Context: an optimization exercise on an open-source flow, tuned for small area. The choices shown serve that exercise and are no tape-out recipe.
At most, simulation tests tie the RTL to the original design; equivalence was not proved.
Power and IR drop assume default switching activity.

## ALU_sync
module ALU_sync (
  input  wire        clk,
  input  wire [15:0] A, B,
  input  wire [3:0]  ALU_FUN,
  output reg  [15:0] ALU_OUT,
  output reg         Carry_flag,
  output reg         Arith_flag,
  output reg         Logic_flag,
  output reg         CMP_flag,
  output reg         Shift_flag
);
Size in the first run: roughly 1,500 cells after synthesis, ~21 flip-flops, roughly 58 I/O pins.
Settings: LEC_CHECK=0, ABC_AREA=1, CAP_MARGIN=20, CORE_MARGIN=2, CORE_UTILIZATION=40, SETUP_SLACK_MARGIN=-0.8, SLEW_MARGIN=20; clock period 35.0 ns.
standard.sh (not shown) runs the stock make flow with config.mk's settings and CLKGATE_MAP_FILE= SYNTH_SCRIPT=/design/flow/synth_recipe.tcl, a recipe that flattens the netlist after the stock synthesis.
==> flow/flow/run.sh <==
#!/bin/bash
# The standard layout with two changes:
# - ABC's area script maps for area only (flow/abc_area.script);
# - the port buffers are the platform's smallest plain buffer.
# ORFS reads its scripts from a copy in this folder that differs from the
# installed one only in abc_area.script.
set -euo pipefail
here=$(pwd)
rm -rf "$here/orfs_scripts"
cp -r "$FLOW_HOME/scripts" "$here/orfs_scripts"
cp "$here/flow/abc_area.script" "$here/orfs_scripts/abc_area.script"
export BUFFER_PORTS_ARGS="-buffer_cell sky130_fd_sc_hd__buf_1"
bash standard.sh "SCRIPTS_DIR=$here/orfs_scripts" \
  "BUFFER_PORTS_ARGS=-buffer_cell sky130_fd_sc_hd__buf_1" finish > standard.log 2>&1
==> flow/flow/abc_area.script <==
strash
dch
map -a
topo
stime -c
buffer -c
upsize -c
dnsize -c
Change:
--- a/flow/design.v
+++ b/flow/design.v
@@ -31,48 +31,32 @@
   assign bz[6] = ~|B[15:10];
   assign bz[7] = ~|B[15:9];
   assign bz[8] = ~|B[15:8];
   assign bz[9] = ~|B[15:7];
   assign bz[10] = ~|B[15:6];
   assign bz[11] = ~|B[15:5];
   assign bz[12] = ~|B[15:4];
   assign bz[13] = ~|B[15:3];
   assign bz[14] = ~|B[15:2];
   assign bz[15] = ~|B[15:1];
   wire bnz = |B;
-  wire [1:0] ta = A[15:14];
-  wire [1:0] tb = B[1:0];
-  wire tdiv = bz[14] & (tb != 2'd0);
-  wire [1:0] tq = tdiv ? ta / tb : 2'd0;
-  wire [1:0] tr = tdiv ? ta % tb : ta;
-  wire [1:0] tm = A[1:0] * B[15:14];
-  wire [1:0] o14 = op_mul ? tm : (op_div ? tr : ta);
-  wire q15 = tq[1];
-  wire q14 = tq[0];
-  wire [2:0] x13, y13, s13;
-  wire c13, q13;
-  assign x13 = {o14, A[13] & fresh_en};
-  assign y13 = op_mul ? (A[2:0] & {3{B[13]}}) : ~B[2:0];
-  wire [2:0] p13 = x13 ^ y13;
-  wire [2:0] g13;
-  assign g13[0] = (x13[0] & y13[0]) | (~op_mul & p13[0]);
-  assign g13[2:1] = x13[2:1] & y13[2:1];
-  wire G13_0 = g13[1] | (p13[1] & g13[0]);
-  wire G13_1 = g13[2] | (p13[2] & G13_0);
-  assign s13[0] = p13[0] ^ ~op_mul;
-  assign s13[1] = p13[1] ^ g13[0];
-  assign s13[2] = p13[2] ^ G13_0;
-  assign c13 = G13_1;
-  assign q13 = c13 & bz[13];
-  wire sel13 = op_mul | (op_div & q13);
-  wire [2:0] o13 = sel13 ? s13 : x13;
+  wire [2:0] ta = A[15:13];
+  wire [2:0] tb = B[2:0];
+  wire tdiv = bz[13] & (tb != 3'd0);
+  wire [2:0] tq = tdiv ? ta / tb : 3'd0;
+  wire [2:0] tr = tdiv ? ta % tb : ta;
+  wire [2:0] tm = A[2:0] * B[15:13];
+  wire [2:0] o13 = op_mul ? tm : (op_div ? tr : ta);
+  wire q15 = tq[2];
+  wire q14 = tq[1];
+  wire q13 = tq[0];
   wire [3:0] x12, y12, s12;
   wire c12, q12;
   assign x12 = {o13, A[12] & fresh_en};
   assign y12 = op_mul ? (A[3:0] & {4{B[12]}}) : ~B[3:0];
   wire [3:0] p12 = x12 ^ y12;
   wire [3:0] g12;
   assign g12[0] = (x12[0] & y12[0]) | (~op_mul & p12[0]);
   assign g12[3:1] = x12[3:1] & y12[3:1];
   wire G12_0 = g12[1] | (p12[1] & g12[0]);
   wire G12_1 = g12[3] | (p12[3] & g12[2]);
   wire P12_1 = p12[3] & p12[2];
@@ -644,35 +628,34 @@
   assign s0[9] = p0[9] ^ G0_24;
   assign s0[10] = p0[10] ^ G0_25;
   assign s0[11] = p0[11] ^ G0_26;
   assign s0[12] = p0[12] ^ G0_27;
   assign s0[13] = p0[13] ^ G0_28;
   assign s0[14] = p0[14] ^ G0_29;
   assign s0[15] = p0[15] ^ G0_30;
   assign c0 = G0_31;
   assign q0 = c0 & bz[0];
   wire [15:0] quo = {q15, q14, q13, q12, q11, q10, q9, q8, q7, q6, q5, q4, q3, q2, q1, q0};
   wire c0_out = c0;
-  wire eq = &p0;
+  wire eq = ~|s0;
   wire lt = ~c0;
   wire gt = c0 & ~eq;
-  wire [15:0] la = g0, lx = p0, lo = p0 | g0;
   reg [15:0] logic_out;
   always @(*) begin
     case (ALU_FUN)
-      4'b0100: logic_out = la;
-      4'b0101: logic_out = lo;
-      4'b0110: logic_out = ~la;
-      4'b0111: logic_out = ~lo;
-      4'b1000: logic_out = lx;
-      4'b1001: logic_out = ~lx;
+      4'b0100: logic_out = A & B;
+      4'b0101: logic_out = A | B;
+      4'b0110: logic_out = ~(A & B);
+      4'b0111: logic_out = ~(A | B);
+      4'b1000: logic_out = A ^ B;
+      4'b1001: logic_out = ~(A ^ B);
       default: logic_out = 16'b0;
     endcase
   end
   wire arith0 = op_add | op_sub | op_mul;
   wire [15:0] res = ({16{arith0}} & s0)
                   | ({16{op_div & bnz}} & quo)
                   | logic_out
                   | {14'b0, (op_gt & gt) | (op_lt & lt), (op_eq & eq) | (op_lt & lt)}
                   | ({16{op_shr}} & {1'b0, A[15:1]})
                   | ({16{op_shl}} & {A[14:0], 1'b0});
   always @(posedge clk) begin
After rerunning: The new run completed without violations; routed wire length rises by 5.0%; worst setup slack is worse by 270 ps; sequential power falls by about 1%; worst hold slack improved by 24 ps; power is about the same; final area goes up by 3.6%.

---

ALU_sync, a different RTL version from the one above (not shown whole).
For scale: roughly 1500 cells after synthesis, roughly 21 flip-flops, roughly 0.0099 mm2 of cells after synthesis.
Settings: LEC_CHECK=0, ABC_AREA=1, CAP_MARGIN=20, CORE_MARGIN=2, CORE_UTILIZATION=40, SETUP_SLACK_MARGIN=-0.8, SLEW_MARGIN=20; clock period 35.0 ns.
Scripts as last shown in full above: flow/flow/run.sh, flow/flow/abc_area.script
Next try:
--- a/flow/design.v
+++ b/flow/design.v
@@ -35,45 +35,25 @@
   assign bz[10] = ~|B[15:6];
   assign bz[11] = ~|B[15:5];
   assign bz[12] = ~|B[15:4];
   assign bz[13] = ~|B[15:3];
   assign bz[14] = ~|B[15:2];
   assign bz[15] = ~|B[15:1];
   wire bnz = |B;
-  wire [2:0] ta = A[15:13];
-  wire [2:0] tb = B[2:0];
-  wire tdiv = bz[13] & (tb != 3'd0);
-  wire [2:0] tq = tdiv ? ta / tb : 3'd0;
-  wire [2:0] tr = tdiv ? ta % tb : ta;
-  wire [2:0] tm = A[2:0] * B[15:13];
-  wire [2:0] o13 = op_mul ? tm : (op_div ? tr : ta);
-  wire q15 = tq[2];
-  wire q14 = tq[1];
-  wire q13 = tq[0];
-  wire [3:0] x12, y12, s12;
-  wire c12, q12;
-  assign x12 = {o13, A[12] & fresh_en};
-  assign y12 = op_mul ? (A[3:0] & {4{B[12]}}) : ~B[3:0];
-  wire [3:0] p12 = x12 ^ y12;
-  wire [3:0] g12;
-  assign g12[0] = (x12[0] & y12[0]) | (~op_mul & p12[0]);
-  assign g12[3:1] = x12[3:1] & y12[3:1];
-  wire G12_0 = g12[1] | (p12[1] & g12[0]);
-  wire G12_1 = g12[3] | (p12[3] & g12[2]);
-  wire P12_1 = p12[3] & p12[2];
-  wire G12_2 = g12[2] | (p12[2] & G12_0);
-  wire G12_3 = G12_1 | (P12_1 & G12_0);
-  assign s12[0] = p12[0] ^ ~op_mul;
-  assign s12[1] = p12[1] ^ g12[0];
-  assign s12[2] = p12[2] ^ G12_0;
-  assign s12[3] = p12[3] ^ G12_2;
-  assign c12 = G12_3;
-  assign q12 = c12 & bz[12];
-  wire sel12 = op_mul | (op_div & q12);
-  wire [3:0] o12 = sel12 ? s12 : x12;
+  wire [3:0] ta = A[15:12];
+  wire [3:0] tb = B[3:0];
+  wire tdiv = bz[12] & (tb != 4'd0);
+  wire [3:0] tq = tdiv ? ta / tb : 4'd0;
+  wire [3:0] tr = tdiv ? ta % tb : ta;
+  wire [3:0] tm = A[3:0] * B[15:12];
+  wire [3:0] o12 = op_mul ? tm : (op_div ? tr : ta);
+  wire q15 = tq[3];
+  wire q14 = tq[2];
+  wire q13 = tq[1];
+  wire q12 = tq[0];
   wire [4:0] x11, y11, s11;
   wire c11, q11;
   assign x11 = {o12, A[11] & fresh_en};
   assign y11 = op_mul ? (A[4:0] & {5{B[11]}}) : ~B[4:0];
   wire [4:0] p11 = x11 ^ y11;
   wire [4:0] g11;
   assign g11[0] = (x11[0] & y11[0]) | (~op_mul & p11[0]);
Result:
- worst setup slack got worse by 120 ps
- area after synthesis falls by about 0.5%
- sequential cell count is unchanged
- cell area went down by 0.45%
- synthesized cell count came out lower by 0.33%
- fmax shrinks by about 0.35%
- cell count barely changes
- routed wire length went up by about 0.9%
- utilization stays flat
- power decreases by 2.2%
- worst hold slack got worse by 16 ps
For the second run of this note, only the layout was checked, not whether the RTL still works.

---

Another version of the RTL of ALU_sync (not shown whole).
Size: about 1600 cells after synthesis, about 21 flip-flops, roughly 11000 µm² of cells after synthesis.
clock: 35.0 ns
lec_check: 0
abc_area: 1
cap_margin: 20
core_margin: 2
core_utilization: 40
setup_slack_margin: -0.8
slew_margin: 20
==> flow/flow/run.sh <==
#!/bin/bash
# The standard layout, with the input and output port buffers made from
# the platform's smallest plain buffer instead of the resizer's default pick.
set -euo pipefail
export BUFFER_PORTS_ARGS="-buffer_cell sky130_fd_sc_hd__buf_1"
bash standard.sh "BUFFER_PORTS_ARGS=-buffer_cell sky130_fd_sc_hd__buf_1" finish > standard.log 2>&1
Next try:
--- a/flow/design.v
+++ b/flow/design.v
@@ -30,35 +30,55 @@
   assign bz[5] = ~|B[15:11];
   assign bz[6] = ~|B[15:10];
   assign bz[7] = ~|B[15:9];
   assign bz[8] = ~|B[15:8];
   assign bz[9] = ~|B[15:7];
   assign bz[10] = ~|B[15:6];
   assign bz[11] = ~|B[15:5];
   assign bz[12] = ~|B[15:4];
   assign bz[13] = ~|B[15:3];
   assign bz[14] = ~|B[15:2];
   assign bz[15] = ~|B[15:1];
   wire bnz = |B;
-  wire [3:0] ta = A[15:12];
-  wire [3:0] tb = B[3:0];
-  wire tdiv = bz[12] & (tb != 4'd0);
-  wire [3:0] tq = tdiv ? ta / tb : 4'd0;
-  wire [3:0] tr = tdiv ? ta % tb : ta;
-  wire [3:0] tm = A[3:0] * B[15:12];
-  wire [3:0] o12 = op_mul ? tm : (op_div ? tr : ta);
-  wire q15 = tq[3];
-  wire q14 = tq[2];
-  wire q13 = tq[1];
-  wire q12 = tq[0];
+  wire [2:0] ta = A[15:13];
+  wire [2:0] tb = B[2:0];
+  wire tdiv = bz[13] & (tb != 3'd0);
+  wire [2:0] tq = tdiv ? ta / tb : 3'd0;
+  wire [2:0] tr = tdiv ? ta % tb : ta;
+  wire [2:0] tm = A[2:0] * B[15:13];
+  wire [2:0] o13 = op_mul ? tm : (op_div ? tr : ta);
+  wire q15 = tq[2];
+  wire q14 = tq[1];
+  wire q13 = tq[0];
+  wire [3:0] x12, y12, s12;
+  wire c12, q12;
+  assign x12 = {o13, A[12] & fresh_en};
+  assign y12 = op_mul ? (A[3:0] & {4{B[12]}}) : ~B[3:0];
+  wire [3:0] p12 = x12 ^ y12;
+  wire [3:0] g12;
+  assign g12[0] = (x12[0] & y12[0]) | (~op_mul & p12[0]);
+  assign g12[3:1] = x12[3:1] & y12[3:1];
+  wire G12_0 = g12[1] | (p12[1] & g12[0]);
+  wire G12_1 = g12[3] | (p12[3] & g12[2]);
+  wire P12_1 = p12[3] & p12[2];
+  wire G12_2 = g12[2] | (p12[2] & G12_0);
+  wire G12_3 = G12_1 | (P12_1 & G12_0);
+  assign s12[0] = p12[0] ^ ~op_mul;
+  assign s12[1] = p12[1] ^ g12[0];
+  assign s12[2] = p12[2] ^ G12_0;
+  assign s12[3] = p12[3] ^ G12_2;
+  assign c12 = G12_3;
+  assign q12 = c12 & bz[12];
+  wire sel12 = op_mul | (op_div & q12);
+  wire [3:0] o12 = sel12 ? s12 : x12;
   wire [4:0] x11, y11, s11;
   wire c11, q11;
   assign x11 = {o12, A[11] & fresh_en};
   assign y11 = op_mul ? (A[4:0] & {5{B[11]}}) : ~B[4:0];
   wire [4:0] p11 = x11 ^ y11;
   wire [4:0] g11;
   assign g11[0] = (x11[0] & y11[0]) | (~op_mul & p11[0]);
   assign g11[4:1] = x11[4:1] & y11[4:1];
   wire G11_0 = g11[1] | (p11[1] & g11[0]);
   wire G11_1 = g11[3] | (p11[3] & g11[2]);
   wire P11_1 = p11[3] & p11[2];
   wire G11_2 = g11[2] | (p11[2] & G11_0);
What happened: Utilization went down by 0.21 points. Sequential power fell slightly. Final cell count barely changes. Clock power went up by a few percent. Setup slack improves by 0.69 ns. Power hardly moves. Worst hold slack is worse by 0.066 ns. Wire length decreases slightly. Count of clock-buffer cells in the layout stays the same. Area after synthesis went down slightly. Via count came out lower by a few percent.
Only the layout flow was run in the first run of this note; the RTL was not checked for function there.

-- afterwards: timing with drivers on the ports --
In the flow no input, the clock included, has a driving cell. The finished layouts below were timed again as built, in two steps. Step 1, drivers: a clkbuf_16 drives clk and a buf_2 each remaining input, both assumed. Step 2 moves the port delays by t, midway between the first and last clock arrival at a register: inputs arrive t later, outputs are due t later. That takes back most of the time a late clock gives input paths. Slacks: ideal ports / drivers / drivers and shift; pairs: ideal ports / drivers.
run	shift t [ns]	slack for setup (ns)	hold slack, ns
the first run of note 1	0.291	1.708 / 1.718 / 1.427	7.027 / 7.032 / 7.323
the second run of note 1	0.295	1.438 / 1.450 / 1.155	7.051 / 7.046 / 7.341
the first run of note 2	0.284	1.620 / 1.624 / 1.340	7.051 / 7.042 / 7.326
the second run of note 2	0.287	1.504 / 1.511 / 1.224	7.036 / 7.027 / 7.314
the first run of note 3	0.310	1.258 / 1.225 / 0.915	7.111 / 7.097 / 7.407
the second run of note 3	0.312	1.953 / 1.966 / 1.653	7.045 / 7.029 / 7.341
After both steps every run listed still meets setup and hold. The setup slack of the first run of note 3, which loses most, moves by -0.033 ns with the drivers and by -0.343 ns with both steps.
